From an optimization exercise on the open Yosys and OpenROAD flow, aimed at small area; shortcuts taken in it are not production practice.
The flow treats the clock pin as an ideal source. Dropping or thinning the clock tree relies on that and would not hold on a real chip.
Power figures rest on the tool's default switching activity, not on a simulated workload.

==> flow/design.v <==
`timescale 1ns / 1ps
module Zad_8_1(
       input logic [15:0] input0,
       output logic [23:0] output0,
       input logic clk,
       input logic rst,
       input logic start,
       output logic ready
    );
logic [35:0] w;      
logic [17:0] dr;     
logic [2:0] ph;      
logic busy;          
logic init;          
logic sg;            
logic sh;            
logic c;             
logic p0, p3, p5, rph, sub, shin, hi, ge3, cin;
logic [5:0] din, op, sum;
logic [6:0] k;
assign p0  = ~ph[2] & ~ph[0];
assign p3  = ph[2] & ph[0];
assign p5  = ph[2] & ~ph[1];
assign rph = ph[2];                      
assign hi  = (dr[15:2] == 14'd0);        
assign ge3 = ~hi | (dr[1] & dr[0]);      
assign sub  = ~sg;                       
assign shin = p0 ? ~sg : sh;             
assign din = init ? {3'b000, p3 & ge3, 1'b0, p0} : {w[4:0], shin};
assign op  = rph ? (dr[5:0] ^ {6{sub}}) : 6'd0;
assign cin = rph & (p3 ? sub : c);
assign k[0] = cin;
genvar i;
generate for (i = 0; i < 6; i++) begin : g_add
    assign sum[i] = din[i] ^ op[i] ^ k[i];
    assign k[i+1] = (din[i] & op[i]) | (din[i] & k[i]) | (op[i] & k[i]);
end endgenerate
assign ready = busy & ~init & p0 & w[17];
always_ff @(posedge clk) begin
    w  <= {sum, w[35:6]};
    dr <= start ? {2'b00, input0} : {dr[5:0], dr[17:6]};
    sh <= w[5];
    c  <= k[6];
    if (start)   ph <= 3'b000;
    else         ph <= {ph[1:0], ~ph[2]};
    if (start)   init <= 1'b1;
    else if (p5) init <= 1'b0;
    if (start)   sg <= 1'b0;
    else if (p5) sg <= sum[5];
    if (rst)        busy <= 1'b0;
    else if (start) busy <= 1'b1;
    else if (ready) busy <= 1'b0;
end
assign output0 = {{4{hi & ~dr[1] & ~dr[0]}}, hi & ~dr[1], hi & ~dr[0], w[16:0], ~sg};
endmodule
==> flow/config.mk <==
export PLATFORM = sky130hd
export DESIGN_NAME = Zad_8_1
export DESIGN_NICKNAME = Zad_8_1
export VERILOG_FILES = /design/flow/design.v
export SDC_FILE = /design/flow/constraint.sdc
export NUM_CORES = 4
export LEC_CHECK = 0
export CAP_MARGIN = 20
export CORE_MARGIN = 2
export CORE_UTILIZATION = 40
export SLEW_MARGIN = 20
==> flow/constraint.sdc <==
create_clock -name core_clock -period 7.0 [get_ports {clk}]
set_input_delay 1.4000 -clock core_clock [delete_from_list [all_inputs] [get_ports {clk}]]
set_output_delay 1.4000 -clock core_clock [all_outputs]
set_load 0.01 [all_outputs]
standard.sh (not shown) runs the stock make flow with config.mk's settings and CLKGATE_MAP_FILE= SYNTH_SCRIPT=/design/flow/synth_recipe.tcl, a recipe that flattens the netlist after the stock synthesis.
==> flow/flow/run.sh <==
#!/bin/bash
# The standard layout (standard.sh) with these changes:
# - buf_1 cells as the port buffers;
# - synthesis's upsized logic cells set back to drive 1 after floorplan (downsize.tcl);
# - a one-level clock distribution (clkn.tcl) in place of TritonCTS;
# - power recovery (downsizing off the critical paths) after global routing.
# make's output goes to standard.log; each ORFS step keeps its own log under orfs/logs.
export OWN_FLOW_DIR=$(pwd)/flow
export BUFFER_PORTS_ARGS="-buffer_cell sky130_fd_sc_hd__buf_1"
export POST_FLOORPLAN_TCL=$OWN_FLOW_DIR/downsize.tcl
export PRE_CTS_TCL=$OWN_FLOW_DIR/cts_pre.tcl
export CLK_NBUF=2
export CLK_BUF=sky130_fd_sc_hd__clkbuf_16
export RECOVER_POWER=100
bash standard.sh > standard.log 2>&1
Other scripts of this flow, unchanged in this note and not shown: flow/flow/clkn.tcl, flow/flow/cts_pre.tcl, flow/flow/downsize.tcl
Edit:
==> flow/design.v (replaced) <==
`timescale 1ns / 1ps
module Zad_8_1(
       input logic [15:0] input0,
       output logic [23:0] output0,
       input logic clk,
       input logic rst,
       input logic start,
       output logic ready
    );
logic [35:0] w;      
logic [17:0] dr;     
logic [2:0] ph;      
logic init;          
logic sub;           
logic sh;            
logic c;             
logic p0, p2, p3, p5, rph, shin, hi, ge3;
logic [5:0] din, op, sum;
logic [6:0] k;
assign p0  = ~ph[2] & ~ph[1] & ~ph[0];
assign p3  = ph[2] & ph[1] & ph[0];
assign p2  = ~ph[2] & ph[1] & ph[0];
assign p5  = ph[2] & ~ph[1] & ~ph[0];
assign rph = ph[2];                      
assign hi  = (dr[15:2] == 14'd0);        
assign ge3 = ~hi | (dr[1] & dr[0]);      
assign shin = p0 ? sub : sh;              
assign din = {w[4:2] & {3{~init}}, (w[1] & ~init) | (p3 & ge3 & init), w[0] & ~init, shin};
assign op  = {6{rph}} & (dr[5:0] ^ {6{sub}});
assign k[0] = c;
genvar i;
generate for (i = 0; i < 6; i++) begin : g_add
    assign sum[i] = din[i] ^ op[i] ^ k[i];
    assign k[i+1] = (din[i] & op[i]) | (din[i] & k[i]) | (op[i] & k[i]);
end endgenerate
assign ready = ~init & p0 & w[17];
always_ff @(posedge clk) begin
    w  <= {sum, w[35:6]};
    dr <= start ? {2'b00, input0} : {dr[5:0], dr[17:6]};
    sh <= w[5] & ~init;                  
    c  <= p2 ? sub : (k[6] & ~p5);
    if (rst)        ph <= 3'b010;
    else if (start) ph <= 3'b000;
    else if (ready) ph <= 3'b010;
    else            ph <= {ph[1:0], ~ph[2]};
    if (start)   init <= 1'b1;
    else if (p5) init <= 1'b0;
    if (start)   sub <= 1'b1;
    else if (p5) sub <= ~sum[5];
end
assign output0 = {{4{hi & ~dr[1] & ~dr[0]}}, hi & ~dr[1], hi & ~dr[0], w[16:0], sub};
endmodule
Flip-flop and latch count fell by 1.
Total power shrinks by 2.2%.
Die area falls by 1.8%.
Global-route usage rises by 1.6 points.
Worst setup slack degrades by 0.22 ns.
Routed wire length is higher by 11%.
Combinational power shrinks by 6.5%.
Final area fell by 1.1%.
Via count is higher by 1.4%.
Cell count goes down by 3.9%.
Area after synthesis goes down by 1.9%.
Clock skew came out higher by 0.022 ns.
No functional check of the RTL was part of any run of this note. No run of this note takes its clock network from TritonCTS; it comes from the design's own scripts or RTL.

## separate check: timing with driven ports
How much do the figures lean on ideal ports? The routed layouts below were timed once more, with nothing changed but the port constraints. Step 1 sets driving cells, clkbuf_16 on the clock port and buf_2 on the other inputs (assumed; they add their load-dependent delay and slew). Step 2 adds t to the input delays and takes it off the output delays; t is the mean of the earliest and latest rising clock arrival at the registers after step 1. Input paths then give back, and output paths get back, about the clock's delay inside the block. Slacks: no drivers / after step 1 / after step 2; pairs: no drivers / after step 1.
run | t (ns) | setup slack, ns | hold WS [ns] | worst slew at a driven data input, ns
the first run | 0.212 | 3.789 / 3.789 / 3.789 | 0.337 / 0.337 / 0.337 | 0.04
the second run | 0.209 | 3.574 / 3.574 / 3.574 | 0.322 / 0.322 / 0.322 | 0.04
After both steps every run listed still meets setup and hold.
